This design comes from an exercise in tuning for small area on the open sky130 flow, not from production work.
At most, simulation tests tie the RTL to the original design; equivalence was not proved.
Power figures rest on the tool's default switching activity, not on a simulated workload. No driver is modelled on the clock port, so clocking that relies on it looks cheaper here than on a real chip.

// top
module top #(parameter n = 16, parameter k = 8)
(
  input clk,
  input rstn,
  input  [n * k - 1 : 0] in,
  output [n * k - 1 : 0] out
);
Size in the first run: ~4400 cells after synthesis, about 260 I/O pins, roughly 55000 um2 of cells after synthesis.
export LEC_CHECK = 0
export CAP_MARGIN = 20
export CORE_MARGIN = 2
export CORE_UTILIZATION = 60
export SETUP_SLACK_MARGIN = 0.15
export SLEW_MARGIN = 20
create_clock -name core_clock -period 4.0 [get_ports {clk}]
standard.sh (not shown) runs the stock make flow with config.mk's settings and CLKGATE_MAP_FILE= SYNTH_SCRIPT=/design/flow/synth_recipe.tcl, a recipe that flattens the netlist after the stock synthesis.
==> flow/flow/run.sh <==
#!/bin/bash
# Standard synthesis and layout, with these changes to how the layout is made:
#  - the RTL's gate modules (sky_<cell>) are mapped to the sky130 cells of
#    the same function before synthesis (cellmap.py), so synthesis keeps them;
#  - after synthesis, 2:1 mux cells that share a select are rewritten as
#    o22a/o22ai cells with one inverter per select (muxrw.py);
#  - the ports are buffered with the smallest buffer;
#  - clock tree synthesis adds no dummy loads and clusters up to 30 sinks;
#  - after placement repair, gates with slack are downsized, then slew and
#    capacitance are repaired again (post_resize.tcl).
set -euo pipefail
F=$(pwd)/flow
R=orfs/results/sky130hd/top/base
export BUFFER_PORTS_ARGS="-buffer_cell sky130_fd_sc_hd__buf_1"
export CTS_ARGS="-sink_clustering_enable -repair_clock_nets -dont_use_dummy_load -sink_clustering_size 30 -sink_clustering_max_diameter 80 -buf_list {sky130_fd_sc_hd__clkbuf_8 sky130_fd_sc_hd__clkbuf_16}"
export POST_RESIZE_TCL=$F/post_resize.tcl
cp design.v design.rtl.v
python3 $F/cellmap.py design.rtl.v design.v > cellmap.log 2>&1
bash standard.sh synth > synth.log 2>&1
cp $R/1_2_yosys.v $R/1_2_yosys.std.v
python3 $F/muxrw.py $R/1_2_yosys.std.v $R/1_2_yosys.v > muxrw.log 2>&1
rm -f $R/1_synth.odb
bash standard.sh synth > synth_odb.log 2>&1
bash standard.sh finish > layout.log 2>&1
Other scripts of this flow, unchanged in this note and not shown: flow/flow/cellmap.py, flow/flow/muxrw.py, flow/flow/post_resize.tcl
Rerun with:
--- a/flow/design.v
+++ b/flow/design.v
@@ -113,35 +113,43 @@
 wire [7:0] x_8 = in[71:64];
 wire [7:0] x_9 = in[79:72];
 wire [7:0] x_10 = in[87:80];
 wire [7:0] x_11 = in[95:88];
 wire [7:0] x_12 = in[103:96];
 wire [7:0] x_13 = in[111:104];
 wire [7:0] x_14 = in[119:112];
 wire [7:0] x_15 = in[127:120];
 wire [7:0] c0_lo, c0_hi;
-casg #(.INV(0)) u_cas0 (.a(x_0), .b(x_13), .lo(c0_lo), .hi(c0_hi));
+cas u_cas0 (.a(x_0), .b(x_13), .lo(c0_lo), .hi(c0_hi));
+wire [7:0] r0_lo = ~c0_lo, r0_hi = ~c0_hi;
 wire [7:0] c1_lo, c1_hi;
-casg #(.INV(0)) u_cas1 (.a(x_1), .b(x_12), .lo(c1_lo), .hi(c1_hi));
+cas u_cas1 (.a(x_1), .b(x_12), .lo(c1_lo), .hi(c1_hi));
+wire [7:0] r1_lo = ~c1_lo, r1_hi = ~c1_hi;
 wire [7:0] c2_lo, c2_hi;
-casg #(.INV(0)) u_cas2 (.a(x_2), .b(x_15), .lo(c2_lo), .hi(c2_hi));
+cas u_cas2 (.a(x_2), .b(x_15), .lo(c2_lo), .hi(c2_hi));
+wire [7:0] r2_lo = ~c2_lo, r2_hi = ~c2_hi;
 wire [7:0] c3_lo, c3_hi;
-casg #(.INV(0)) u_cas3 (.a(x_3), .b(x_14), .lo(c3_lo), .hi(c3_hi));
+cas u_cas3 (.a(x_3), .b(x_14), .lo(c3_lo), .hi(c3_hi));
+wire [7:0] r3_lo = ~c3_lo, r3_hi = ~c3_hi;
 wire [7:0] c4_lo, c4_hi;
-casg #(.INV(0)) u_cas4 (.a(x_4), .b(x_8), .lo(c4_lo), .hi(c4_hi));
+cas u_cas4 (.a(x_4), .b(x_8), .lo(c4_lo), .hi(c4_hi));
+wire [7:0] r4_lo = ~c4_lo, r4_hi = ~c4_hi;
 wire [7:0] c5_lo, c5_hi;
-casg #(.INV(0)) u_cas5 (.a(x_5), .b(x_6), .lo(c5_lo), .hi(c5_hi));
+cas u_cas5 (.a(x_5), .b(x_6), .lo(c5_lo), .hi(c5_hi));
+wire [7:0] r5_lo = ~c5_lo, r5_hi = ~c5_hi;
 wire [7:0] c6_lo, c6_hi;
-casg #(.INV(0)) u_cas6 (.a(x_7), .b(x_11), .lo(c6_lo), .hi(c6_hi));
+cas u_cas6 (.a(x_7), .b(x_11), .lo(c6_lo), .hi(c6_hi));
+wire [7:0] r6_lo = ~c6_lo, r6_hi = ~c6_hi;
 wire [7:0] c7_lo, c7_hi;
-casg #(.INV(0)) u_cas7 (.a(x_9), .b(x_10), .lo(c7_lo), .hi(c7_hi));
+cas u_cas7 (.a(x_9), .b(x_10), .lo(c7_lo), .hi(c7_hi));
+wire [7:0] r7_lo = ~c7_lo, r7_hi = ~c7_hi;
 reg [127:0] s0;
-always @(posedge clk) s0 <= {c2_hi, c3_hi, c0_hi, c1_hi, c6_hi, c7_hi, c7_lo, c4_hi, c6_lo, c5_hi, c5_lo, c4_lo, c3_lo, c2_lo, c1_lo, c0_lo};
+always @(posedge clk) s0 <= {r2_hi, r3_hi, r0_hi, r1_hi, r6_hi, r7_hi, r7_lo, r4_hi, r6_lo, r5_hi, r5_lo, r4_lo, r3_lo, r2_lo, r1_lo, r0_lo};
 wire [7:0] s0_0 = s0[7:0];
 wire [7:0] s0_1 = s0[15:8];
 wire [7:0] s0_2 = s0[23:16];
 wire [7:0] s0_3 = s0[31:24];
 wire [7:0] s0_4 = s0[39:32];
 wire [7:0] s0_5 = s0[47:40];
 wire [7:0] s0_6 = s0[55:48];
 wire [7:0] s0_7 = s0[63:56];
 wire [7:0] s0_8 = s0[71:64];
Cell count increases by roughly a tenth. First-iteration DRC count increases by about a fifth. Non-clock buffer count decreases by 3. Critical path depth stays the same. Global-route usage increases by 2.0 points. Area after synthesis increases by a few percent.
For the second run of this note, only the layout was checked, not whether the RTL still works.


top, a different RTL version from the one above (not shown whole).
Size in the first run: ~4500 cells after synthesis, about 260 I/O pins, roughly 0.056 mm^2 of cells after synthesis.
==> module casg, before the edit <==
module casg #(parameter INV = 0) (
  input  [7:0] a,
  input  [7:0] b,
  output [7:0] lo,
  output [7:0] hi
);
wire [7:0] x = INV ? b : a;
wire [7:0] y = INV ? a : b;
wire [7:0] yn;
wire [8:1] c;
sky130_fd_sc_hd__nor2b_1 u_c1 (.A(y[0]), .B_N(x[0]), .Y(c[1]));
genvar i;
generate
  for (i = 1; i < 8; i = i + 1) begin : rip
    sky130_fd_sc_hd__inv_1 u_yn (.A(y[i]), .Y(yn[i]));
    sky130_fd_sc_hd__maj3_1 u_c (.A(x[i]), .B(yn[i]), .C(c[i]), .X(c[i+1]));
  end
endgenerate
wire s = c[8];
wire sn;
sky130_fd_sc_hd__inv_1 u_sn (.A(s), .Y(sn));
generate
  for (i = 0; i < 8; i = i + 1) begin : mux
    sky130_fd_sc_hd__o22ai_1 u_lo (.A1(s), .A2(a[i]), .B1(sn), .B2(b[i]), .Y(lo[i]));
    sky130_fd_sc_hd__o22ai_1 u_hi (.A1(s), .A2(b[i]), .B1(sn), .B2(a[i]), .Y(hi[i]));
  end
endgenerate
endmodule
clock: 4.0 ns
lec_check: 0
cap_margin: 20
core_margin: 2
core_utilization: 60
slew_margin: 20
Scripts as last shown in full above: flow/flow/run.sh
Other scripts of this flow, unchanged in this note and not shown: flow/flow/cellmap.py, flow/flow/muxrw.py, flow/flow/post_resize.tcl
The baseline passed the timing, design-rule and antenna checks.
Change:
--- a/flow/design.v
+++ b/flow/design.v
@@ -38,15 +38,24 @@
 wire sn;
 sky130_fd_sc_hd__inv_1 u_sn (.A(s), .Y(sn));
 generate
-  for (i = 0; i < 8; i = i + 1) begin : mux
+  for (i = 0; i < 7; i = i + 1) begin : mux
     sky130_fd_sc_hd__o22ai_1 u_lo (.A1(s), .A2(a[i]), .B1(sn), .B2(b[i]), .Y(lo[i]));
     sky130_fd_sc_hd__o22ai_1 u_hi (.A1(s), .A2(b[i]), .B1(sn), .B2(a[i]), .Y(hi[i]));
   end
+  if (INV) begin : top_inv
+    sky130_fd_sc_hd__nor2_1 u_lo7 (.A(a[7]), .B(b[7]), .Y(lo[7]));
+    sky130_fd_sc_hd__nand2_1 u_hi7 (.A(a[7]), .B(b[7]), .Y(hi[7]));
+  end else begin : top_true
+    sky130_fd_sc_hd__nand2_1 u_lo7 (.A(a[7]), .B(b[7]), .Y(lo[7]));
+    sky130_fd_sc_hd__nor2_1 u_hi7 (.A(a[7]), .B(b[7]), .Y(hi[7]));
+  end
 endgenerate
 endmodule
 
 
 
+
+
 
 module top #(parameter n = 16, parameter k = 8)
 (
Via count falls by about 2%.
Routed wire length shrinks by about 1.3%.
Synthesized area falls by 0.41%.
Cell count stays flat.
Combinational power came out lower by about 16%.
Power falls by 6.6%.
Sequential cell count is unchanged.
Clock power barely changes.
Synthesized cell count stays the same.
Global-route usage hardly moves.
Setup slack got worse by 0.030 ns.
Clock skew went down by 0.0058 ns.
Critical path depth is unchanged.
Die area falls by 0.41%.
Only the layout flow was run in the first run of this note; the RTL was not checked for function there.

what the ideal ports hide:
Ports are ideal in the flow. The routed layouts listed here were re-timed in OpenROAD. Step 1: set_driving_cell puts a clkbuf_16 on clk and a buf_2 on each other input, an assumption about the parent block. Step 2, shift: input delay + t, output delay - t, t = (earliest + latest rising clock arrival at the registers) / 2. This alone moves slack from input paths to output paths. Three values: ideal ports, drivers, drivers and shift; two values: the first two.
run	t, ns	slack for setup (ns)	clock arrival spread, ns	pins driven straight from the clock port
the first run of note 1	0.705	0.188 / 0.188 / -0.048	0.062 / 0.063	1
the second run of note 1	0.713	0.223 / 0.223 / 0.223	0.069 / 0.069	1
the first run of note 2	0.715	0.089 / 0.089 / 0.089	0.058 / 0.058	1
the second run of note 2	0.711	0.058 / 0.058 / 0.058	0.046 / 0.046	1
With both steps, setup timing fails in the first run of note 1, where it was met with ideal ports. The setup slack of the first run of note 1, which loses most, moves by 0.000 ns with the drivers and by -0.236 ns with both steps.
